Context: an optimization exercise on an open-source flow, tuned for small area. The choices shown serve that exercise and are no tape-out recipe. RTL that was checked went through simulation tests only; none was proved equivalent to the original. The RTL of run 3 was laid out without a check of its function. Power is estimated from default activity; no workload was simulated.

==> flow/design.v <==
module sdram_rowbit (
  input  logic [7:0] sel,
  input  logic [7:0] d,
  input  logic       r,
  output logic       m,
  output logic       eq
);
  assign m  = |(sel & d);
  assign eq = ~(m ^ r);
endmodule
module sdram #(parameter FREQ = 50000000) (
  input  logic clk,
  input  logic reset,
  input  logic        read,
  input  logic        write,
  input  logic [1:0]  wr_strb,
  input  logic [25:0] addr,   
  output logic        cmd_ready,
  input  logic [15:0] data_write,
  output logic [15:0] data_read,
  output logic        data_read_val,
  output logic        sdram_cs,         
  output logic [1:0]  sdram_bank,       
  output logic [12:0] sdram_addr,       
  output logic        sdram_ras,        
  output logic        sdram_cas,        
  output logic        sdram_we,         
  input  logic [15:0] sdram_data_in,    
  output logic [15:0] sdram_data_out,   
  output logic        sdram_drive_data  
);
  localparam [12:0] MODE = 13'h0223;
  localparam [4:0]
    S_IDLE = 5'b00000,
    S_PW   = 5'b00001,    
    S_AW   = 5'b00010,    
    S_RB   = 5'b00011,    
    S_PRE  = 5'b00100,
    S_ACT  = 5'b00101,
    S_RD   = 5'b00110,
    S_WR   = 5'b00111,
    S_P0   = 5'b01000,    
    S_P1   = 5'b01001,    
    S_F0   = 5'b01010,    
    S_F1   = 5'b01011,    
    S_IPR  = 5'b01100,
    S_IA   = 5'b01101,
    S_IR   = 5'b01110,
    S_W3   = 5'b01111,    
    S_IP   = 5'b10000,    
    S_POD  = 5'b10001,    
    S_IP0  = 5'b11000,
    S_IP1  = 5'b11001,
    S_IW1  = 5'b10010,
    S_IM0  = 5'b10100,
    S_IM1  = 5'b10101,
    S_IW2  = 5'b10011,
    S_IAR1 = 5'b11010,
    S_IW3  = 5'b10110,
    S_IAR2 = 5'b11011;
  localparam [8:0] T_END = 9'h005, T_POD = 9'h04b;
  logic [4:0]  st;
  logic [4:0]  cnt;
  logic [8:0]  timer;
  logic        pending;
  logic        busy, rd_b;
  logic [2:0]  cb_b;      
  logic [9:0]  col_b;
  logic [15:0] data_b;
  logic [1:0]  strb_b;    
  logic [7:0]  open_rows;
  logic [12:0] rows [7:0];
  wire tz   = (timer == T_END);
  wire poc  = ~st[4];
  wire done = (st == S_WR) | ((st == S_RB) & (cnt == 0));
  wire take = cmd_ready & (read | write);
  assign cmd_ready = (~busy | done) & poc;
  assign data_read = sdram_data_in;
  assign data_read_val = (st == S_RB) & (cnt == 5);
  wire        bsel = (st == S_ACT) | (st == S_PRE);
  wire [2:0]  ridx = bsel ? cb_b : addr[25:23];
  logic [7:0] sel;
  always_comb
    for (int i = 0; i < 8; i++)
      sel[i] = (ridx == i);
  logic [12:0] rrow, req;
  for (genvar g = 0; g < 13; g++) begin : g_row
    sdram_rowbit u_bit (
      .sel(sel),
      .d({rows[7][g], rows[6][g], rows[5][g], rows[4][g],
          rows[3][g], rows[2][g], rows[1][g], rows[0][g]}),
      .r(addr[10 + g]),
      .m(rrow[g]),
      .eq(req[g])
    );
  end
  wire live_op  = |(sel & open_rows);
  wire live_hit = &req;
  logic [4:0] dec;
  always_comb begin
    if (pending)
      dec = (|open_rows) ? S_P0 : S_F0;
    else if (read | write)
      dec = ~live_op ? S_ACT : ~live_hit ? S_PRE : read ? S_RD : S_WR;
    else
      dec = S_IDLE;
  end
  always_ff @(posedge clk) begin
    if (reset)
      st <= S_IP;
    else
      case (st)
        S_IDLE: st <= (~pending & (read | write)) ? (dec[1] ? S_IR : (dec | 5'b01000)) : dec;
        S_IPR, S_IA, S_IR:
                if (pending) st <= (|open_rows) ? S_P0 : S_F0;
                else if (st == S_IR) st <= rd_b ? S_RD : S_WR;
                else st <= st & 5'b10111;
        S_PRE:  st <= S_PW;
        S_PW:   st <= S_ACT;
        S_ACT:  st <= S_AW;
        S_AW:   st <= rd_b ? S_RD : S_WR;
        S_RD:   st <= S_RB;
        S_RB:   if (cnt == 0) st <= dec;
        S_WR:   st <= dec;
        S_P0:   st <= S_P1;
        S_P1:   st <= S_F0;
        S_F0:   st <= S_F1;
        S_F1:   st <= S_W3;
        S_W3:   if (cnt == 0) st <= (busy | take) ? S_IA : S_IDLE;
        S_IP:   st <= S_POD;
        S_POD:  if (cnt == 0 && timer == T_POD) st <= S_IP0;
        S_IP0:  st <= S_IP1;
        S_IP1:  st <= S_IW1;
        S_IW1:  st <= S_IM0;
        S_IM0:  st <= S_IM1;
        S_IM1:  st <= S_IW2;
        S_IW2:  st <= S_IAR1;
        S_IAR1: st <= S_IW3;
        S_IW3:  if (cnt == 0) st <= S_IAR2;
        S_IAR2: st <= S_W3;
        default: st <= S_IDLE;
      endcase
    case (st)
      S_IP:   cnt <= 5'd25;
      S_POD:  if (tz) cnt <= cnt - 1;
      S_RD:   cnt <= 5'd6;
      S_F1, S_IAR1, S_IAR2: cnt <= 5'd2;
      default: cnt <= cnt - 1;
    endcase
  end
  always_ff @(posedge clk) begin
    if (reset || tz)
      timer <= 9'h1ff;
    else
      timer <= {timer[7:0], timer[8] ^ timer[4]};
    if (reset)
      pending <= 0;
    else if (tz)
      pending <= 1;
    else if (st == S_F1)
      pending <= 0;
  end
  always_ff @(posedge clk) begin
    if (reset)
      busy <= 0;
    else if (cmd_ready)
      busy <= read | write;
    if (cmd_ready) begin
      rd_b   <= read;
      cb_b   <= addr[25:23];
      col_b  <= addr[9:0];
      data_b <= data_write;
      strb_b <= read ? 2'b00 : wr_strb;
    end
  end
  always_ff @(posedge clk) begin
    if (reset)
      open_rows <= '0;
    else
      for (int i = 0; i < 8; i++)
        if (st == S_ACT && sel[i])
          open_rows[i] <= 1'b1;
        else if ((st == S_PRE && sel[i]) || (st == S_P0 && i < 4) || (st == S_P1 && i >= 4))
          open_rows[i] <= 1'b0;
    for (int i = 0; i < 8; i++)
      if (take && sel[i])
        rows[i] <= addr[22:10];
  end
  wire s_act = (st == S_ACT);
  wire s_rw  = (st == S_RD) | (st == S_WR);
  wire s_wr  = (st == S_WR);
  wire s_bc  = (st[4:2] == 3'b001);                        
  wire s_pa  = (st == S_P0) | (st == S_P1) | (st == S_IP0) | (st == S_IP1);
  wire s_rf  = (st == S_F0) | (st == S_F1) | (st == S_IAR1) | (st == S_IAR2);
  wire s_md  = (st == S_IM0) | (st == S_IM1);
  wire s_cs1 = (st == S_P1) | (st == S_IP1) | (st == S_F1) | (st == S_IM1);
  assign sdram_ras = ~((st == S_PRE) | s_act | s_pa | s_rf | s_md);
  assign sdram_cas = ~(s_rw | s_rf | s_md);
  assign sdram_we  = ~((st == S_PRE) | s_pa | s_wr | s_md);
  assign sdram_cs  = s_bc ? cb_b[2] : s_cs1;
  assign sdram_bank = s_bc ? cb_b[1:0] : 2'b00;
  assign sdram_addr = s_act ? rrow :
                      s_rw  ? {strb_b, 1'b0, col_b} :
                      s_md  ? MODE :
                      {2'b00, s_pa, 10'd0};
  assign sdram_data_out = s_wr ? data_b : 16'd0;
  assign sdram_drive_data = s_wr;
endmodule
==> flow/flow/run.sh <==
#!/bin/bash
# Standard ORFS layout (the standard.sh) with these changes:
#  - port buffers use the smallest buffer cell instead of the one
#    buffer_ports picks by default;
#  - before placement's repair_design, every combinational cell is swapped
#    for the smallest cell of its family (flow/downsize.tcl); repair_design
#    then fixes any slew or load violation this causes;
#  - CTS without dummy loads, built from clkbuf_4 and clkbuf_8;
#  - the buffers synthesis inserted are removed at floorplan.
# Each tool's output goes to standard.log here (ORFS keeps per-step logs
# under orfs/logs).
set -o pipefail
here=$(pwd)
export BUFFER_PORTS_ARGS="-buffer_cell sky130_fd_sc_hd__buf_1"
export PRE_RESIZE_TCL="$here/flow/downsize.tcl"
export CTS_ARGS='-sink_clustering_enable -repair_clock_nets -buf_list {sky130_fd_sc_hd__clkbuf_4 sky130_fd_sc_hd__clkbuf_8} -sink_clustering_size 16 -dont_use_dummy_load'
export REMOVE_ABC_BUFFERS=1
bash standard.sh finish > standard.log 2>&1
==> flow/flow/downsize.tcl <==
# Swap each combinational cell for the smallest cell of its family (same
# function, lower drive); repair_design afterwards fixes slew and load.
set db [ord::get_db]
proc ds_dont_use {name} {
  foreach p $::env(DONT_USE_CELLS) { if {[string match $p $name]} { return 1 } }
  return 0
}
array set ds_best {}
foreach lib [$db getLibs] {
  foreach m [$lib getMasters] {
    set n [$m getName]
    if {![regexp {^(sky130_fd_sc_hd__[a-z0-9]+)_([0-9]+)$} $n -> base drv]} continue
    if {[ds_dont_use $n]} continue
    set a [expr {[$m getWidth] * [$m getHeight]}]
    if {![info exists ds_best($base)] || $a < [lindex $ds_best($base) 1]} {
      set ds_best($base) [list $n $a]
    }
  }
}
set ds_count 0
foreach inst [[ord::get_db_block] getInsts] {
  set m [$inst getMaster]
  set n [$m getName]
  if {![regexp {^(sky130_fd_sc_hd__[a-z0-9]+)_([0-9]+)$} $n -> base drv]} continue
  if {[regexp {^sky130_fd_sc_hd__(df|edf|sdf|dl|tap|conb|fill|decap|diode|clk)} $n]} continue
  if {![info exists ds_best($base)]} continue
  lassign $ds_best($base) bn ba
  if {$bn ne $n && $ba < [$m getWidth] * [$m getHeight]} {
    replace_cell [$inst getName] $bn
    incr ds_count
  }
}
puts "downsize: replaced $ds_count cells"
==> flow/standard.sh <==
#!/bin/bash
# synth_recipe.tcl (not shown) runs the flow's synth.tcl, then flattens the netlist and writes it again
# the make line also repeats each setting of config.mk as NAME=value (left out here)
make -C /OpenROAD-flow-scripts/flow DESIGN_CONFIG=/design/flow/config.mk WORK_HOME=/design/flow/orfs CLKGATE_MAP_FILE= SYNTH_SCRIPT=/design/flow/synth_recipe.tcl "${@:-finish}"
==> flow/config.mk <==
export PLATFORM = sky130hd
export DESIGN_NAME = sdram
export DESIGN_NICKNAME = sdram
export VERILOG_FILES = /design/flow/design.v
export SDC_FILE = /design/flow/constraint.sdc
export NUM_CORES = 4
export LEC_CHECK = 0
export CAP_MARGIN = 10
export CORE_MARGIN = 2
export CORE_UTILIZATION = 40
export SLEW_MARGIN = 10
export SYNTH_HIERARCHICAL = 1
export SYNTH_MINIMUM_KEEP_SIZE = 0
==> flow/constraint.sdc <==
create_clock -name core_clock -period 20.0 [get_ports {clk}]
set_input_delay 4.0000 -clock core_clock [delete_from_list [all_inputs] [get_ports {clk}]]
set_output_delay 4.0000 -clock core_clock [all_outputs]
set_load 0.01 [all_outputs]
==> impl_metrics.toml, run 1 <==
[routing]
drt-pass1-iter-count = 5
met3_wirelength_um = 1170
ant_nets = 0
routed.top_layer = "met4"
vias_per_cell = 5.72
m1WireLength_um = 8490
drt-total-wl_um = 18600
post-route-drc-count = 0
met2_wirelength_um = 8720
wl_per_cell_um = 20.8
drt_iter0_drc = 423
dr_total_vias = 5098

[clock_network]
clkTransAtPathRegs_ns = 0.08
cts_hold_buf = 0
tritoncts = "done"
clk_path_buf_depth = 2
postCtsSetupRepairBufs = 0
ctsResizeCount = 0
numClockSinks = 165
root_buffer = "clkbuf_8"
clk_latency_ns = 0.46
ctsHtreeMaxLevel = 4
cts_buffers = 17

[worst_setup_path]
worst_ep_required_time_ns = 16.00
critPathKind = "input port to output port"
worstPathArrival_ns = 6.44
crit_path_end_kind = "output port"
cp_max_fo = 15
crit_path_start_kind = "input port"

[sta]
hold_violations = 0
slew_viol_final = 0
hold_ws_ns = 0.443
finalCriticalPeriod_ns = 10.44
maxSlewHeadroom = 0.153
finalCritPeriodShare = 0.522
tns_ns = 0
grt_setup_unrepaired = "false"
skew_ns = 0.0366
clock.fmax_mhz = 95.8
worstMarginPinSlew_ns = 1.27
final-setup-viol-count = 0
worst_slack_ns = 9.56

[finish]
n_antenna_cell = 0
area_growth_pct = 4.36
final_cells = 892
num-nets-final = 726
drive_gt1_frac = 0.0441
design_area_mm2 = 0.00800
utilization = 0.426

[synthesis]
synth_xor_area_frac = 0.0194
synth_cells = 576
synth_common_cells = "141 x edfxtp_1, 52 x a22oi_2, 41 x nor2_1, 36 x nand2_1, 24 x dfxtp_1"
synthDistinctLibCells = 65
synth_area_per_cell_um2 = 13.3
synth_compound_area_frac = 0.175
yosys.area.top_type = "edfxtp_1"
synth_seq_area_share = 0.615
synth_top_area_frac = 0.552
ys_seq_elements = 165
yosys-top-cells-area = "edfxtp_1 55%, a22oi_2 8.5%, dfxtp_1 6.3%"
ys_warn_count = 8
synth_ff_type = "edfxtp_1"
yosys.area_share.adder = 0.00457
synth_most_common_cell = "edfxtp_1"
synth_top_family_by_area = "compound AO/OA/AOI/OAI gates"
synth-edff-count = 141
syn_area_mm2 = 0.00767
synth_simple_gate_area_share = 0.139
yosys-mux-area-fraction = 0.0137
async_reset_ff_frac = 0

[outcome]
status = "finished clean"

[hold_path]
hp-class = "register to register"

[placed_design]
gp_congestion = 0.847
dp_cells = 875
dpl_cell_area_mm2 = 0.00777
place_ws_ns = 9.60
dp.final_hpwl_um = 12100
numPortBuffers = 85

[floorplanning]
rows = 50
io_pins = 118
fp.dieH_um = 142
start_util = 0.409
core_area_mm2 = 0.0188
dieWidth_um = 142
dieArea_mm2 = 0.0203

[power]
ir_drop_v = 0.0000490
p_leak_nw = 2.42
power_per_cell_area_mw_per_mm2 = 91.1
power_mw = 0.729

[global_routing]
grt_pass1_wl_um = 28500
groute.usage.overall = 0.186
antenna_found_initial = 0
grt_start_max_net_pins = 35
first_global_vias = 4923
grt-ovfl-total = 0

[job]
drv_cap = 0
==> power breakdown <==
group / internal (mW) / switching [mW]
clock network: 0.0751 / 0.103
registers: 0.390 / 0.0109
logic: 0.0516 / 0.0975
total: 0.517 / 0.211
==> cells in the final DEF (no fill, tap or decap), types with 13 or more instances in the layout <==
cell,instances
nand4_1,16
nand2b_1,13
dfxtp_1,24
a21oi_1,18
nor3_1,16
xnor2_1,16
nor2_1,41
clkbuf_8,17
buf_1,104
nand2_1,36
edfxtp_1,141
o21ai_0,15
a22oi_1,57
and2_1,16
==> final timing paths <==
kind / from / endpoint / slack, ns / depth (start not counted)
min: timer[5] / timer[6] / 0.44 / 1
max reg2reg: st[2] / st[0] / 14.27 / 14
min reg2reg: timer[5] / timer[6] / 0.44 / 1
max: addr[24] / sdram_addr[9] / 9.56 / 10
==> state kept, by name (all words and copies together), names as in the netlist <==
signal / count
rd_b: 1
strb_b: 2
rows: 104
timer: 9
st: 5
data_b: 16
col_b: 10
pending: 1
cb_b: 3
busy: 1
open_rows: 8
cnt: 5
==> modules after synthesis, one instance, submodules excluded <==
module        cells  flip-flops and latches  times used  area, um2
sdram           498                     165           1       6740
sdram_rowbit      6                       0          13       71.3
==> per-layer routing <==
layer | vias up | GRT usage
met5 | - | 0
met3 | 13 | 0.0461
met1 | 2509 | 0.258
met2 | 190 | 0.292
met4 | 0 | 0.0516
li1 | 2386 | -
==> critical path, stage by stage <==
cell,delay (ns)
buf_1,0.31
nor2b_1,0.19
mux2i_1,0.15
nor2_1,0.15
buf_1,0.78
a22oi_1,0.27
nand4_1,0.21
a22oi_1,0.09
nand2_1,0.12
buf_1,0.17
==> cell families after synthesis <==
| kind of cell | after synthesis |
|---|---|
| xor gates and xnor gates | 17 |
| and+or+nand+nor | 184 |
| DFF | 165 |
| adders and majority gates | 3 |
| buffers and inverters | 51 |
| AOI/OAI and AO/OA | 147 |
| muxes | 9 |
==> final cells by class <==
class	count	area (um2)
Inverter	10	37.5
Multi-Input combinational cell	360	2310
Tap cell	234	293
Clock buffer	17	234
Timing Repair Buffer	106	410
Sequential cell	165	4710
Fill cell	1798	10800
==> run 2, diff against run 1 <==
--- a/flow/flow/run.sh
+++ b/flow/flow/run.sh
@@ -7,4 +7,3 @@
 #    then fixes any slew or load violation this causes;
-#  - CTS without dummy loads, built from clkbuf_4 and clkbuf_8;
-#  - the buffers synthesis inserted are removed at floorplan.
+#  - CTS without dummy loads, built from clkbuf_8.
 # Each tool's output goes to standard.log here (ORFS keeps per-step logs
@@ -15,4 +14,3 @@
 export PRE_RESIZE_TCL="$here/flow/downsize.tcl"
-export CTS_ARGS='-sink_clustering_enable -repair_clock_nets -buf_list {sky130_fd_sc_hd__clkbuf_4 sky130_fd_sc_hd__clkbuf_8} -sink_clustering_size 16 -dont_use_dummy_load'
-export REMOVE_ABC_BUFFERS=1
+export CTS_ARGS="-sink_clustering_enable -repair_clock_nets -buf_list sky130_fd_sc_hd__clkbuf_8 -sink_clustering_size 20 -dont_use_dummy_load"
 bash standard.sh finish > standard.log 2>&1
--- a/flow/config.mk
+++ b/flow/config.mk
@@ -7,6 +7,6 @@
 export LEC_CHECK = 0
-export CAP_MARGIN = 10
+export CAP_MARGIN = 20
 export CORE_MARGIN = 2
 export CORE_UTILIZATION = 40
-export SLEW_MARGIN = 10
+export SLEW_MARGIN = 20
 export SYNTH_HIERARCHICAL = 1
==> run 2 against run 1 <==
  * Combinational power decreased by 3%
  * Sequential power increased by 2%
  * Count of clock-buffer cells in the layout did not move
  * Critical path type unchanged
  * Via count up 2.2%
  * Sequential cell count did not move
  * Wire length grew 3.9%
  * Synthesized cell count did not move
  * Largest power group unchanged
  * Core utilization is 0.080 points higher
  * Register-to-register slack improved by 0.76 ns
  * Largest cell class unchanged
  * Worst hold slack gained 0.030 ns
  * Sequential share of layout area down 0.11 points
  * Maximum frequency down 1.8%
  * Critical endpoint is now sdram_addr[1]
==> impl_metrics.toml, run 2 <==
[outcome]
status = "finished clean"

[clock_network]
clk_path_buf_depth = 2
cts_hold_buf = 0
numClockSinks = 165
ctsHtreeMaxLevel = 4
postCtsSetupRepairBufs = 0
ctsResizeCount = 0
clkTransAtPathRegs_ns = 0.06
clk_latency_ns = 0.46
tritoncts = "done"
root_buffer = "clkbuf_8"
cts_buffers = 17

[finish]
n_antenna_cell = 0
area_growth_pct = 4.55
layout_common_cells = "141 x edfxtp_1, 100 x buf_1, 57 x a22oi_1"
top_register = "rows"
num-nets-final = 725
reg_top3 = "rows (104), data_b (16), col_b (10)"
largest_reg_flops = 104
utilization = 0.427
drive_gt1_frac = 0.0487
nFillCells = 1782
final_common_cell = "edfxtp_1"

[floorplanning]
rows = 50
core_area_mm2 = 0.0188
start_util = 0.409
dieWidth_um = 142
io_pins = 118
dieArea_mm2 = 0.0203
fp.dieH_um = 142

[worst_setup_path]
critPathKind = "input port to output port"
reg2reg_slack_ns = 15.03
crit_path_start_kind = "input port"
worst_ep_required_time_ns = 16.00
worstPathArrival_ns = 6.63
cp_max_fo = 10
crit_path_end_kind = "output port"

[power]
p_leak_nw = 2.43
ir_drop_v = 0.0000485
power_per_cell_area_mw_per_mm2 = 91.3
power_mw = 0.732

[placed_design]
gp_congestion = 0.893
place_ws_ns = 9.47
numPortBuffers = 85
dp.final_hpwl_um = 13100

[global_routing]
grt_util_met1 = 0.253
met2_usage = 0.309
grt_start_max_net_pins = 32
antenna_found_initial = 0
grt_use_met3 = 0.0481
groute.usage.overall = 0.193
first_global_vias = 5227
top_usage_layer = "met2"
grt_pass1_wl_um = 29600
grt-ovfl-total = 0

[sta]
finalCriticalPeriod_ns = 10.63
final-setup-viol-count = 0
slew_viol_final = 0
grt_setup_unrepaired = "false"
tns_ns = 0
worstMarginPinSlew_ns = 1.06
finalCritPeriodShare = 0.531
skew_ns = 0.0263
clock.fmax_mhz = 94.1
worst_slack_ns = 9.37
maxSlewHeadroom = 0.275
hold_violations = 0

[routing]
drt_iter0_drc = 566
vias_per_cell = 5.85
dr_total_vias = 5212
wl_per_cell_um = 21.7
drt-total-wl_um = 19300
ant_nets = 0
drt-pass1-iter-count = 5
post-route-drc-count = 0

[synthesis]
syn_area_mm2 = 0.00767
synth_common_cells = "141 x edfxtp_1, 52 x a22oi_2, 41 x nor2_1, 36 x nand2_1, 24 x dfxtp_1"
synth_most_common_cell = "edfxtp_1"
synth_top_area_frac = 0.552
synthDistinctLibCells = 65
yosys.area.top_type = "edfxtp_1"
synth_area_per_cell_um2 = 13.3
synth-edff-count = 141
async_reset_ff_frac = 0
synth_cells = 576
ys_seq_elements = 165
yosys-top-cells-area = "edfxtp_1 55%, a22oi_2 8.5%, dfxtp_1 6.3%"
ys_warn_count = 8
synth_ff_type = "edfxtp_1"
synth_seq_area_share = 0.615

[hold_path]
hp-class = "register to register"

[job]
drv_cap = 0
run 2: cell families (layout without fill, tap and decap cells):
kind of cell             after synthesis  count (layout)  share of synthesized area
AO/OA/AOI/OAI                        147             147                      0.175
XOR/XNOR                              17              17                     0.0194
adder cells (fa/ha/maj)                3               3                    0.00457
buffers and inverters                 51             132                     0.0341
flip-flops                           165             165                      0.615
multiplexers                           9               9                     0.0137
AND/OR/NAND/NOR                      184             184                      0.139
run 2: metrics by stage:
stage          std cells  area (um2)  hold WS (ns)
2_1_floorplan        576        7670         0.411
3_3_place_gp         871        8220         0.420
3_5_place_dp         874        7780         0.457
4_1_cts              891        8020         0.475
5_1_grt              891        8020         0.478
6_report             891        8020         0.473
run 2: path summary, 6_finish.rpt:
kind / from / cells after the start / end
worst min register to register: timer[2] / 1 / timer[3]
worst max-delay path: addr[24] / 10 / sdram_addr[1]
worst min-delay path: timer[2] / 1 / timer[3]
worst max register to register: st[4] / 16 / st[0]
run 2: report_power, final:
| group | internal, mW | switching (mW) | leakage (nW) |
|---|---|---|---|
| sequential | 0.390 | 0.0178 | 1.47 |
| combinational | 0.0525 | 0.0920 | 0.840 |
| clock | 0.0751 | 0.104 | 0.122 |
| total | 0.518 | 0.214 | 2.43 |
run 2: layout make-up:
type	count	area, um2	area share
multi-input cells	360	2310	0.288
well taps	234	293	0.0365
flip-flops and latches	165	4710	0.588
inverters	10	37.5	0.00468
clock buffers	17	234	0.0292
repair buffers	105	425	0.0531
run 2: per-module statistics from Yosys (local to each module, per instance):
module        copies in the design  flip-flops and latches  cell area (um2)
sdram_rowbit                    13                       0             71.3
sdram                            1                     165             6740
run 2: worst max-delay path, cell delays in order:
cell and delay (ns):
buf_1 0.32, nand2_1 0.10, mux2_2 0.31, nor2_1 0.74, buf_1 0.44, a22oi_1 0.13, nand4_1 0.19, a22oi_1 0.10
nand2_1 0.12, buf_1 0.17
run 2: routing by layer:
metal  share of wire  wire length, um
met1            0.43             8230
met2            0.49             9390
met3           0.060             1170
met4           0.028              535
met5               0                0
==> run 3, diff against run 2 <==
--- a/flow/design.v
+++ b/flow/design.v
@@ -1 +1,7 @@
+module sdram_aoi222 (input logic a, b, c, d, e, f, output logic y);
+  assign y = ~((a & b) | (c & d) | (e & f));
+endmodule
+module sdram_aoi22 (input logic a, b, c, d, output logic y);
+  assign y = ~((a & b) | (c & d));
+endmodule
 module sdram_rowbit (
@@ -7,3 +13,7 @@
 );
-  assign m  = |(sel & d);
+  logic y0, y1, y2;
+  sdram_aoi222 u0 (.a(sel[0]), .b(d[0]), .c(sel[1]), .d(d[1]), .e(sel[2]), .f(d[2]), .y(y0));
+  sdram_aoi222 u1 (.a(sel[3]), .b(d[3]), .c(sel[4]), .d(d[4]), .e(sel[5]), .f(d[5]), .y(y1));
+  sdram_aoi22  u2 (.a(sel[6]), .b(d[6]), .c(sel[7]), .d(d[7]), .y(y2));
+  assign m  = ~(y0 & y1 & y2);
   assign eq = ~(m ^ r);
@@ -33,32 +43,34 @@
   localparam [4:0]
-    S_IDLE = 5'b00000,
-    S_PW   = 5'b00001,    
-    S_AW   = 5'b00010,    
-    S_RB   = 5'b00011,    
-    S_PRE  = 5'b00100,
-    S_ACT  = 5'b00101,
-    S_RD   = 5'b00110,
-    S_WR   = 5'b00111,
-    S_P0   = 5'b01000,    
-    S_P1   = 5'b01001,    
-    S_F0   = 5'b01010,    
-    S_F1   = 5'b01011,    
-    S_IPR  = 5'b01100,
-    S_IA   = 5'b01101,
-    S_IR   = 5'b01110,
-    S_W3   = 5'b01111,    
-    S_IP   = 5'b10000,    
-    S_POD  = 5'b10001,    
-    S_IP0  = 5'b11000,
-    S_IP1  = 5'b11001,
-    S_IW1  = 5'b10010,
-    S_IM0  = 5'b10100,
-    S_IM1  = 5'b10101,
-    S_IW2  = 5'b10011,
-    S_IAR1 = 5'b11010,
-    S_IW3  = 5'b10110,
-    S_IAR2 = 5'b11011;
+    S_IDLE = 5'd0,
+    S_PW = 5'd1,
+    S_AW = 5'd2,
+    S_RB = 5'd3,
+    S_PRE = 5'd4,
+    S_ACT = 5'd5,
+    S_RD = 5'd6,
+    S_WR = 5'd7,
+    S_P0 = 5'd8,
+    S_P1 = 5'd9,
+    S_F0 = 5'd10,
+    S_F1 = 5'd11,
+    S_IPR = 5'd12,
+    S_IA = 5'd13,
+    S_IR = 5'd14,
+    S_W3 = 5'd15,
+    S_IP = 5'd16,
+    S_POD = 5'd17,
+    S_IP0 = 5'd24,
+    S_IP1 = 5'd25,
+    S_IW1 = 5'd18,
+    S_IM0 = 5'd20,
+    S_IM1 = 5'd22,
+    S_IW2 = 5'd19,
+    S_IAR1 = 5'd26,
+    S_IW3 = 5'd21,
+    S_IAR2 = 5'd27;
   localparam [8:0] T_END = 9'h005, T_POD = 9'h04b;
   logic [4:0]  st;
+  localparam [4:0] C_END = 5'd1, C_VAL = 5'd21, C_2 = 5'd8, C_6 = 5'd26, C_25 = 5'd11;
   logic [4:0]  cnt;
+  wire  [4:0]  cstep = {cnt[3:0], cnt[4] ^ cnt[2]};
   logic [8:0]  timer;
@@ -73,4 +85,6 @@
   wire tz   = (timer == T_END);
-  wire poc  = ~st[4];
-  wire done = (st == S_WR) | ((st == S_RB) & (cnt == 0));
+  wire poc  = ~((st == S_IP) | (st == S_POD) | (st == S_IP0) | (st == S_IP1) |
+                (st == S_IW1) | (st == S_IM0) | (st == S_IM1) | (st == S_IW2) |
+                (st == S_IAR1) | (st == S_IW3) | (st == S_IAR2));
+  wire done = (st == S_WR) | ((st == S_RB) & (cnt == C_END));
   wire take = cmd_ready & (read | write);
@@ -78,4 +92,4 @@
   assign data_read = sdram_data_in;
-  assign data_read_val = (st == S_RB) & (cnt == 5);
-  wire        bsel = (st == S_ACT) | (st == S_PRE);
+  assign data_read_val = (st == S_RB) & (cnt == C_VAL);
+  wire        bsel = (st == S_ACT);
   wire [2:0]  ridx = bsel ? cb_b : addr[25:23];
@@ -112,7 +126,8 @@
       case (st)
-        S_IDLE: st <= (~pending & (read | write)) ? (dec[1] ? S_IR : (dec | 5'b01000)) : dec;
-        S_IPR, S_IA, S_IR:
-                if (pending) st <= (|open_rows) ? S_P0 : S_F0;
-                else if (st == S_IR) st <= rd_b ? S_RD : S_WR;
-                else st <= st & 5'b10111;
+        S_IDLE: st <= pending ? dec :
+                      ~(read | write) ? S_IDLE :
+                      ~live_op ? S_IA : ~live_hit ? S_IPR : S_IR;
+        S_IA:   st <= pending ? ((|open_rows) ? S_P0 : S_F0) : S_ACT;
+        S_IPR:  st <= pending ? ((|open_rows) ? S_P0 : S_F0) : S_PRE;
+        S_IR:   st <= pending ? ((|open_rows) ? S_P0 : S_F0) : rd_b ? S_RD : S_WR;
         S_PRE:  st <= S_PW;
@@ -122,3 +137,3 @@
         S_RD:   st <= S_RB;
-        S_RB:   if (cnt == 0) st <= dec;
+        S_RB:   if (cnt == C_END) st <= dec;
         S_WR:   st <= dec;
@@ -128,5 +143,5 @@
         S_F1:   st <= S_W3;
-        S_W3:   if (cnt == 0) st <= (busy | take) ? S_IA : S_IDLE;
+        S_W3:   if (cnt == C_END) st <= (busy | take) ? S_IA : S_IDLE;
         S_IP:   st <= S_POD;
-        S_POD:  if (cnt == 0 && timer == T_POD) st <= S_IP0;
+        S_POD:  if (cnt == C_END && timer == T_POD) st <= S_IP0;
         S_IP0:  st <= S_IP1;
@@ -138,3 +153,3 @@
         S_IAR1: st <= S_IW3;
-        S_IW3:  if (cnt == 0) st <= S_IAR2;
+        S_IW3:  if (cnt == C_END) st <= S_IAR2;
         S_IAR2: st <= S_W3;
@@ -143,7 +158,7 @@
     case (st)
-      S_IP:   cnt <= 5'd25;
-      S_POD:  if (tz) cnt <= cnt - 1;
-      S_RD:   cnt <= 5'd6;
-      S_F1, S_IAR1, S_IAR2: cnt <= 5'd2;
-      default: cnt <= cnt - 1;
+      S_IP:   cnt <= C_25;
+      S_POD:  if (tz) cnt <= cstep;
+      S_RD:   cnt <= C_6;
+      S_F1, S_IAR1, S_IAR2: cnt <= C_2;
+      default: cnt <= cstep;
     endcase
@@ -182,3 +197,3 @@
           open_rows[i] <= 1'b1;
-        else if ((st == S_PRE && sel[i]) || (st == S_P0 && i < 4) || (st == S_P1 && i >= 4))
+        else if ((st == S_P0 && i < 4) || (st == S_P1 && i >= 4))
           open_rows[i] <= 1'b0;
@@ -191,3 +206,3 @@
   wire s_wr  = (st == S_WR);
-  wire s_bc  = (st[4:2] == 3'b001);                        
+  wire s_bc  = (st == S_PRE) | s_act | s_rw;                 
   wire s_pa  = (st == S_P0) | (st == S_P1) | (st == S_IP0) | (st == S_IP1);
--- a/flow/flow/run.sh
+++ b/flow/flow/run.sh
@@ -7,3 +7,4 @@
 #    then fixes any slew or load violation this causes;
-#  - CTS without dummy loads, built from clkbuf_8.
+#  - CTS without dummy loads, built from clkbuf_4 and clkbuf_8;
+#  - the buffers synthesis inserted are removed at floorplan.
 # Each tool's output goes to standard.log here (ORFS keeps per-step logs
@@ -14,3 +15,4 @@
 export PRE_RESIZE_TCL="$here/flow/downsize.tcl"
-export CTS_ARGS="-sink_clustering_enable -repair_clock_nets -buf_list sky130_fd_sc_hd__clkbuf_8 -sink_clustering_size 20 -dont_use_dummy_load"
+export CTS_ARGS='-sink_clustering_enable -repair_clock_nets -buf_list {sky130_fd_sc_hd__clkbuf_4 sky130_fd_sc_hd__clkbuf_8} -sink_clustering_size 16 -dont_use_dummy_load'
+export REMOVE_ABC_BUFFERS=1
 bash standard.sh finish > standard.log 2>&1
--- a/flow/config.mk
+++ b/flow/config.mk
@@ -7,6 +7,6 @@
 export LEC_CHECK = 0
-export CAP_MARGIN = 20
+export CAP_MARGIN = 10
 export CORE_MARGIN = 2
 export CORE_UTILIZATION = 40
-export SLEW_MARGIN = 20
+export SLEW_MARGIN = 10
 export SYNTH_HIERARCHICAL = 1
==> run 3 against run 2 <==
  * Sequential power increased by 7.6%
  * Largest power group unchanged
  * Wire length down 5.2%
  * Final area decreased by 2.9%
  * Final cell count down 5.1%
  * Highest routed layer unchanged
==> impl_metrics.toml, run 3 <==
[outcome]
status = "finished clean"

[floorplanning]
fp.dieH_um = 139
dieArea_mm2 = 0.0192
io_pins = 118
start_util = 0.406
dieWidth_um = 139
core_area_mm2 = 0.0178
rows = 49

[global_routing]
groute.usage.overall = 0.192
met2_usage = 0.295
grt-ovfl-total = 0
antenna_found_initial = 0
grt_use_met3 = 0.0525
grt_pass1_wl_um = 28200
grt_util_met1 = 0.269
top_usage_layer = "met2"
grt_start_max_net_pins = 33
first_global_vias = 4940

[sta]
grt_setup_unrepaired = "false"
slew_viol_final = 0
final-setup-viol-count = 0
finalCriticalPeriod_ns = 10.62
worstMarginPinSlew_ns = 1.30
finalCritPeriodShare = 0.531
hold_violations = 0
skew_ns = 0.0347
clock.fmax_mhz = 94.2
maxSlewHeadroom = 0.133
tns_ns = 0

[routing]
drt-total-wl_um = 18300
dr_total_vias = 5014
drt_iter0_drc = 599
vias_per_cell = 5.93
wl_per_cell_um = 21.6
post-route-drc-count = 0
ant_nets = 0
drt-pass1-iter-count = 6

[synthesis]
ys_warn_count = 8
yosys.area.top_type = "edfxtp_1"
synth_ff_type = "edfxtp_1"
synthDistinctLibCells = 62
yosys-top-cells-area = "edfxtp_1 58%, dfxtp_1 6.6%, a222oi_1 3.6%"
synth_seq_area_share = 0.650
synth_top_area_frac = 0.584
synth-edff-count = 141
synth_common_cells = "141 x edfxtp_1, 51 x nor2_1, 29 x a21oi_1, 26 x a222oi_1, 26 x nand2_1"
async_reset_ff_frac = 0
syn_area_mm2 = 0.00725
synth_most_common_cell = "edfxtp_1"
ys_seq_elements = 165
synth_cells = 542
synth_area_per_cell_um2 = 13.4

[worst_setup_path]
cp_slowest_cell = "nor2_1"
r2r_start = "st[2]"
worstPathArrival_ns = 6.62
critPathKind = "input port to output port"
cp_max_fo = 13
crit_path_start_kind = "input port"
crit_path_end_kind = "output port"
worst_ep_required_time_ns = 16.00
startpoint = "addr[23]"
cp_slowest_stage_delay_ns = 1.05
crit_chain = "buf_1 > nor3b_1 > a31oi_1 > nor2_1 > a222oi_1 > nand3_1 > a22o_1 > a21oi_1 > nor2_1 > buf_1"

[clock_network]
cts_buffers = 17
numClockSinks = 165
ctsResizeCount = 0
clkTransAtPathRegs_ns = 0.10
ctsHtreeMaxLevel = 4
postCtsSetupRepairBufs = 0
tritoncts = "done"
cts_hold_buf = 0
root_buffer = "clkbuf_8"
clk_path_buf_depth = 2
clk_latency_ns = 0.46

[finish]
num-nets-final = 683
utilization = 0.436
layout_common_cells = "141 x edfxtp_1, 95 x buf_1, 49 x nor2_1"
n_antenna_cell = 0
drive_gt1_frac = 0.0519
final_common_cell = "edfxtp_1"
top_register = "rows"
area_growth_pct = 7.41
largest_reg_flops = 104
reg_top3 = "rows (104), data_b (16), col_b (10)"
nFillCells = 1636

[power]
ir_drop_v = 0.0000665
p_leak_nw = 2.42
power_per_cell_area_mw_per_mm2 = 105

[placed_design]
gp_congestion = 0.885
numPortBuffers = 85
dp.final_hpwl_um = 12200

[hold_path]
worstHoldStart = "timer[7]"
hp-class = "register to register"

[job]
drv_cap = 0
-- run 3: logic make-up after synthesis --
logic type | Yosys count | share of synthesized area
xor+xnor | 15 | 0.0181
simple gates | 172 | 0.130
buf+inv | 48 | 0.0359
flops | 165 | 0.650
compound gates | 134 | 0.146
mux | 8 | 0.0192
-- run 3: worst paths after layout --
path                         to  slack [ns]  depth (start not counted)
setup reg to reg          st[1]       14.52                         12
setup / recovery  sdram_addr[5]        9.38                         10
hold / removal         timer[8]        0.46                          1
hold reg to reg        timer[8]        0.46                          1
-- run 3: power by group --
part | total (mW) | leakage, nW | internal, mW | switching (mW)
Sequential | 0.439 | 1.48 | 0.415 | 0.0246
Clock | 0.176 | 0.122 | 0.0750 | 0.101
Combinational | 0.204 | 0.818 | 0.0667 | 0.137
Total | 0.819 | 2.42 | 0.556 | 0.263
-- run 3: critical path: cells and delay by family --
| family | cells | cell delay [ns] |
|---|---|---|
| compound gates | 4 | 0.61 |
| simple gates | 4 | 1.59 |
| buf+inv | 2 | 0.40 |
-- run 3: layout make-up --
type / count / area [um2] / area share
Clock buffer: 17 / 234 / 0.0301
Inverter: 8 / 30.0 / 0.00386
Multi-Input combinational cell: 329 / 2130 / 0.273
Sequential cell: 165 / 4710 / 0.606
Tap cell: 229 / 287 / 0.0368
Timing Repair Buffer: 98 / 392 / 0.0503
-- run 3: through the flow --
stage	worst slack [ns]	cell area [um2]	hold WS (ns)	instances	power [mW]
final	9.38	7780	0.463	846	0.819
after global routing	9.20	7780	0.477	846	0.862
after CTS	9.46	7780	0.465	846	0.823
after detailed placement	9.48	7550	0.443	829	0.648
after global placement	9.58	7720	0.425	827	0.653
after floorplan	10.24	7020	0.416	502	0.580
-- run 3: modules after synthesis, one instance, submodules excluded --
module        flops+latches  cells
sdram                   165    477
sdram_rowbit              0      2
sdram_aoi22               0      1
sdram_aoi222              0      1
-- run 3: routing by layer --
layer	vias up	routed length [um]
met5	-	0
met1	2479	7870
met2	250	8640
li1	2261	-
met3	24	1510
met4	0	296
==> run 4, diff against run 3 <==
--- a/flow/design.v
+++ b/flow/design.v
@@ -191,3 +191,3 @@
   always_ff @(posedge clk) begin
-    if (reset)
+    if (reset || st == S_P0)
       open_rows <= '0;
@@ -197,4 +197,2 @@
           open_rows[i] <= 1'b1;
-        else if ((st == S_P0 && i < 4) || (st == S_P1 && i >= 4))
-          open_rows[i] <= 1'b0;
     for (int i = 0; i < 8; i++)
==> run 4 against run 3 <==
  * Highest routed layer unchanged
  * Critical path type unchanged
  * Critical path depth decreased by 1
  * Final area decreased by 0.14%
  * Count of clock-buffer cells in the layout unchanged
  * Via count decreased by 0.18%
  * Largest cell class unchanged
==> impl_metrics.toml, run 4 <==
[outcome]
status = "finished clean"

[worst_setup_path]
crit_path_start_kind = "input port"
reg2reg_slack_ns = 14.09
worst_ep_required_time_ns = 16.00
crit_path_end_kind = "output port"
cp_max_fo = 13
worstPathArrival_ns = 6.49
worst_r2r_endpoint = "st[1]"
r2r_start = "st[2]"
ff2ff_path_depth = 14
critPathKind = "input port to output port"

[clock_network]
tritoncts = "done"
cts_hold_buf = 0
postCtsSetupRepairBufs = 0
cts_buffers = 17
numClockSinks = 165
ctsHtreeMaxLevel = 4
root_buffer = "clkbuf_8"
clk_latency_ns = 0.45
ctsResizeCount = 0
clk_path_buf_depth = 2
clkTransAtPathRegs_ns = 0.07

[floorplanning]
fp.dieH_um = 138
rows = 48
start_util = 0.412
core_area_mm2 = 0.0174
dieWidth_um = 138
io_pins = 118
dieArea_mm2 = 0.0190

[placed_design]
dp.final_hpwl_um = 12000
dpl_cell_area_mm2 = 0.00754
gp_congestion = 0.838
place_ws_ns = 9.57
numPortBuffers = 85

[finish]
reg_top3 = "rows (104), data_b (16), col_b (10)"
final_common_cell = "edfxtp_1"
largest_reg_flops = 104
drive_gt1_frac = 0.0570
design_area_mm2 = 0.00777
multi_input_area_mm2 = 0.00210
area_growth_pct = 8.28
seq_area_mm2 = 0.00471
num-nets-final = 680
top_register = "rows"
nFillCells = 1598
n_antenna_cell = 0
layout_common_cells = "141 x edfxtp_1, 98 x buf_1, 52 x nor2_1"

[sta]
finalCriticalPeriod_ns = 10.49
tns_ns = 0
finalCritPeriodShare = 0.525
final-setup-viol-count = 0
skew_ns = 0.0242
maxSlewHeadroom = 0.151
slew_viol_final = 0
hold_violations = 0
worst_slack_ns = 9.51
worstMarginPinSlew_ns = 1.27
grt_setup_unrepaired = "false"
hold_ws_ns = 0.451
clock.fmax_mhz = 95.3

[synthesis]
synth_ff_type = "edfxtp_1"
synthDistinctLibCells = 59
async_reset_ff_frac = 0
synth_common_cells = "141 x edfxtp_1, 54 x nor2_1, 26 x a222oi_1, 24 x dfxtp_1, 19 x and2_1"
synth_area_per_cell_um2 = 13.5
syn_area_mm2 = 0.00718
synth_most_common_cell = "edfxtp_1"
ys_seq_elements = 165
synth-edff-count = 141
yosys.area.top_type = "edfxtp_1"
ys_warn_count = 8
synth_cells = 531
synth_seq_area_share = 0.657
synth_top_area_frac = 0.590
yosys-top-cells-area = "edfxtp_1 59%, dfxtp_1 6.7%, a222oi_1 3.6%"

[global_routing]
antenna_found_initial = 0
first_global_vias = 4712
grt-ovfl-total = 0
grt_start_max_net_pins = 33
groute.usage.overall = 0.193
grt_pass1_wl_um = 27000

[routing]
drt-pass1-iter-count = 5
drt-total-wl_um = 17900
post-route-drc-count = 0
drt_iter0_drc = 689
dr_total_vias = 5005
ant_nets = 0
wl_per_cell_um = 21.4
vias_per_cell = 5.97

[power]
power_frac_seq = 0.561
p_clk_frac = 0.232
power_per_cell_area_mw_per_mm2 = 97.1
p_leak_nw = 2.42
switchingPower_mw = 0.223
combPwrFrac = 0.206
ir_drop_v = 0.0000418
power_mw = 0.755
intPower_mw = 0.531
swShare = 0.296

[hold_path]
hold_path_end = "timer[6]"
hold_depth = 1
worstHoldStart = "timer[5]"
hp-class = "register to register"

[job]
drv_cap = 0
==> run 4: cell count changes after synthesis, moves of 5 or more <==
cell,delta
nor3_1,+5
a21oi_1,-11
nor4_1,-6
nand2b_1,+6
nor2b_1,+5
nand2_1,-12
==> run 4: per-module statistics from Yosys (local to each module, per instance) <==
module	cells	cell area [um2]
sdram_rowbit	2	18.8
sdram_aoi22	1	12.5
sdram_aoi222	1	10.0
sdram	466	6510
==> run 4: layout make-up <==
type / count / area share
Sequential cell: 165 / 0.606
Multi-Input combinational cell: 322 / 0.270
Timing Repair Buffer: 104 / 0.0547
Tap cell: 225 / 0.0362
Clock buffer: 17 / 0.0301
Inverter: 6 / 0.00290
==> run 4: kinds of logic after synthesis <==
kind of cell	count (synthesis)	synth area share
AND/OR/NAND/NOR	161	0.126
AO/OA/AOI/OAI	136	0.153
multiplexers	9	0.0132
XOR/XNOR	16	0.0195
buffers and inverters	44	0.0319
flip-flops	165	0.657
==> run 4: critical path, cell delays in order <==
cell      delay [ns]
buf_1           0.24
nor3b_1         0.22
a31oi_1         0.11
nor2_1          1.00
a222oi_1        0.22
nand3_1         0.18
nand3_1         0.09
a21oi_1         0.23
buf_1           0.19
==> run 4: per-stage QoR <==
stage | utilization | cells
floorplan | - | 493
global placement | 0.443 | 819
detailed placement | 0.433 | 822
CTS | 0.446 | 839
global route | 0.446 | 839
finish | 0.446 | 839
==> run 4: how the worst max path moves through the flow <==
stage	start	end	slack, ns	cells after the start
3_3_place_gp	addr[23]	sdram_addr[10]	9.73	9
3_5_place_dp	addr[24]	sdram_addr[10]	9.57	9
6_report	addr[23]	sdram_addr[10]	9.51	9
4_1_cts	addr[24]	sdram_addr[10]	9.56	9
2_1_floorplan	addr[25]	sdram_addr[10]	10.26	8
5_1_grt	addr[23]	sdram_addr[10]	9.27	9
==> run 4: power groups by stage <==
stage | clock network, mW | registers (mW) | logic [mW]
after global routing | 0.192 | 0.427 | 0.171
final | 0.175 | 0.424 | 0.156
after CTS | 0.181 | 0.423 | 0.155
after floorplan | 0 | 0.431 | 0.100
after global placement | 0 | 0.431 | 0.155
after detailed placement | 0 | 0.430 | 0.154
==> run 4: metal layers <==
layer / global-route usage / share of wire
met2: 0.291 / 0.47
met1: 0.263 / 0.43
met3: 0.0493 / 0.077
met4: 0.0862 / 0.024
met5: 0 / 0
==> run 5, diff against run 4 <==
--- a/flow/config.mk
+++ b/flow/config.mk
@@ -9,3 +9,3 @@
 export CORE_MARGIN = 2
-export CORE_UTILIZATION = 40
+export CORE_UTILIZATION = 65
 export SLEW_MARGIN = 10
==> run 5 against run 4 <==
  * Still clean
  * Wire length shrank 7.1%
  * Final area shrank 1.8%
  * Die area shrank 37%
  * Global-route usage grew 9.5 points
  * Sequential cell count is the same
  * Setup slack gained 0.052 ns
  * Clock power is essentially flat
  * Highest routed layer unchanged
  * Clock skew shrank 0.0032 ns
  * First-iteration DRC count grew 17%
  * Largest power group unchanged
==> impl_metrics.toml, run 5 <==
[finish]
nFillCells = 747
multi_input_area_mm2 = 0.00210
top_register = "rows"
largest_reg_flops = 104
drive_gt1_frac = 0.0541
n_antenna_cell = 0
num-nets-final = 676
area_growth_pct = 6.31
seq_area_mm2 = 0.00471
final_common_cell = "edfxtp_1"
reg_top3 = "rows (104), data_b (16), col_b (10)"
layout_common_cells = "141 x edfxtp_1, 96 x buf_1, 52 x nor2_1"

[floorplanning]
dieWidth_um = 109
core_area_mm2 = 0.0108
rows = 38
dieArea_mm2 = 0.0119
start_util = 0.665
fp.dieH_um = 109
io_pins = 118

[synthesis]
yosys-top-cells-area = "edfxtp_1 59%, dfxtp_1 6.7%, a222oi_1 3.6%"
synth-edff-count = 141
synth_top_family_by_area = "compound AO/OA/AOI/OAI gates"
ys_seq_elements = 165
synth_seq_area_share = 0.657
ys_warn_count = 8
yosys.area.top_type = "edfxtp_1"
synth_area_per_cell_um2 = 13.5
synth_simple_gate_area_share = 0.126
async_reset_ff_frac = 0
synth_most_common_cell = "edfxtp_1"
synth_compound_area_frac = 0.153
synthDistinctLibCells = 59
synth_cells = 531
synth_ff_type = "edfxtp_1"
yosys.area_share.adder = 0
syn_area_mm2 = 0.00718
synth_common_cells = "141 x edfxtp_1, 54 x nor2_1, 26 x a222oi_1, 24 x dfxtp_1, 19 x and2_1"
synth_top_area_frac = 0.590
yosys-mux-area-fraction = 0.0132
synth_xor_area_frac = 0.0195

[clock_network]
ctsHtreeMaxLevel = 4
tritoncts = "done"
clk_latency_ns = 0.44
clk_path_buf_depth = 2
cts_buffers = 17
numClockSinks = 165
root_buffer = "clkbuf_8"
clkTransAtPathRegs_ns = 0.07
postCtsSetupRepairBufs = 0
cts_hold_buf = 0
ctsResizeCount = 0

[placed_design]
numPortBuffers = 85
gp_congestion = 0.942
dp.final_hpwl_um = 10800

[sta]
grt_setup_unrepaired = "false"
maxSlewHeadroom = 0.202
clock.fmax_mhz = 95.8
slew_viol_final = 0
finalCriticalPeriod_ns = 10.44
worstMarginPinSlew_ns = 1.19
skew_ns = 0.0210
tns_ns = 0
finalCritPeriodShare = 0.522
final-setup-viol-count = 0
hold_ws_ns = 0.442
hold_violations = 0

[routing]
routed.top_layer = "met4"
drt_iter0_drc = 803
met3_wirelength_um = 1950
ant_nets = 0
m1WireLength_um = 6930
drt-total-wl_um = 16700
dr_total_vias = 4974
post-route-drc-count = 0
met2_wirelength_um = 7530
drt-pass1-iter-count = 6
vias_per_cell = 6.63
wl_per_cell_um = 22.2

[global_routing]
first_global_vias = 4728
groute.usage.overall = 0.288
antenna_found_initial = 0
grt-ovfl-total = 0
grt_pass1_wl_um = 25200
grt_start_max_net_pins = 36

[outcome]
status = "finished clean"

[job]
drv_cap = 0

[hold_path]
hp-class = "register to register"

[power]
power_mw = 0.751
p_leak_nw = 2.40
power_per_cell_area_mw_per_mm2 = 98.3
ir_drop_v = 0.0000617

[worst_setup_path]
worstPathArrival_ns = 6.44
crit_path_start_kind = "input port"
crit_path_end_kind = "output port"
worst_ep_required_time_ns = 16.00
cp_max_fo = 13
critPathKind = "input port to output port"
## run 5: cell type report
class | count | area share
multi-input cells | 322 | 0.275
well taps | 140 | 0.0230
repair buffers | 100 | 0.0511
inverters | 6 | 0.00295
clock buffers | 17 | 0.0307
flip-flops and latches | 165 | 0.618
## run 5: cell families after synthesis
kind of cell | Yosys count
DFF | 165
and+or+nand+nor | 161
AOI/OAI and AO/OA | 136
buffers and inverters | 44
xor gates and xnor gates | 16
muxes | 9
## run 5: path summary, 6_finish.rpt
check	startpoint	end	slack (ns)	depth (start not counted)
hold reg to reg	timer[5]	timer[6]	0.44	1
setup reg to reg	st[2]	st[1]	14.41	13
setup / recovery	addr[24]	sdram_addr[10]	9.56	9
hold / removal	timer[5]	timer[6]	0.44	1
## run 5: layer usage
layer | track usage | vias up
li1 | - | 2237
met1 | 0.409 | 2381
met2 | 0.427 | 334
met3 | 0.0992 | 22
met4 | 0.0788 | 0
met5 | 0 | -
## run 5: critical path, stage by stage
cell,delay [ns]
buf_1,0.24
nor2b_1,0.20
mux2i_1,0.16
nor2_1,0.92
a222oi_1,0.22
nand3_1,0.22
nand3_1,0.11
a21oi_1,0.19
buf_1,0.18
## run 5: where the power goes
group | internal [mW] | leakage (nW) | switching (mW) | total (mW)
registers | 0.401 | 1.47 | 0.0193 | 0.420
logic | 0.0543 | 0.812 | 0.103 | 0.157
clock network | 0.0750 | 0.122 | 0.0983 | 0.173
## run 5: stage by stage
| stage | setup slack, ns | utilization | instance area, um2 | std cells |
|---|---|---|---|---|
| after floorplan | 10.26 | - | 6970 | 493 |
| after global placement | 9.70 | 0.704 | 7600 | 732 |
| after detailed placement | 9.65 | 0.684 | 7380 | 732 |
| after CTS | 9.60 | 0.706 | 7620 | 749 |
| after global routing | 9.38 | 0.707 | 7630 | 750 |
| final | 9.56 | 0.707 | 7630 | 750 |
## run 5: modules after synthesis, one instance, submodules excluded
module	flip-flops and latches	cell area, um2
sdram	165	6510
sdram_rowbit	0	18.8
sdram_aoi22	0	12.5
sdram_aoi222	0	10.0

## re-timing with driven ports
In the flow no input, the clock included, has a driving cell. The finished layouts below were timed again as built, in two steps.
Step 1 assumes that a clkbuf_16 drives the clock port and a buf_2 every other input.
Step 2 times the ports against the registers' clock, not the clock port: input delays grow and output delays shrink by t, the midpoint of the rising clock arrivals with the driver on.
Three values: ideal ports, drivers, drivers and shift; two values: the first two.
run | t (ns) | setup WS [ns] | worst hold slack (ns) | slew at the worst register clock pin (ns) | worst slew at a driven data input, ns
run 1 | 0.472 | 9.559 / 9.502 / 9.502 | 0.443 / 0.443 / 0.443 | 0.10 / 0.10 | 0.08
run 2 | 0.477 | 9.370 / 9.340 / 9.340 | 0.473 / 0.473 / 0.473 | 0.09 / 0.09 | 0.08
run 3 | 0.479 | 9.384 / 9.360 / 9.360 | 0.463 / 0.463 / 0.463 | 0.10 / 0.10 | 0.09
run 4 | 0.474 | 9.509 / 9.485 / 9.485 | 0.451 / 0.451 / 0.451 | 0.09 / 0.09 | 0.09
run 5 | 0.459 | 9.561 / 9.534 / 9.534 | 0.442 / 0.442 / 0.442 | 0.08 / 0.08 | 0.08
After both steps every run listed still meets setup and hold. For run 1, which loses most, drivers alone change the setup slack by -0.057 ns; drivers and shift together by -0.057 ns.
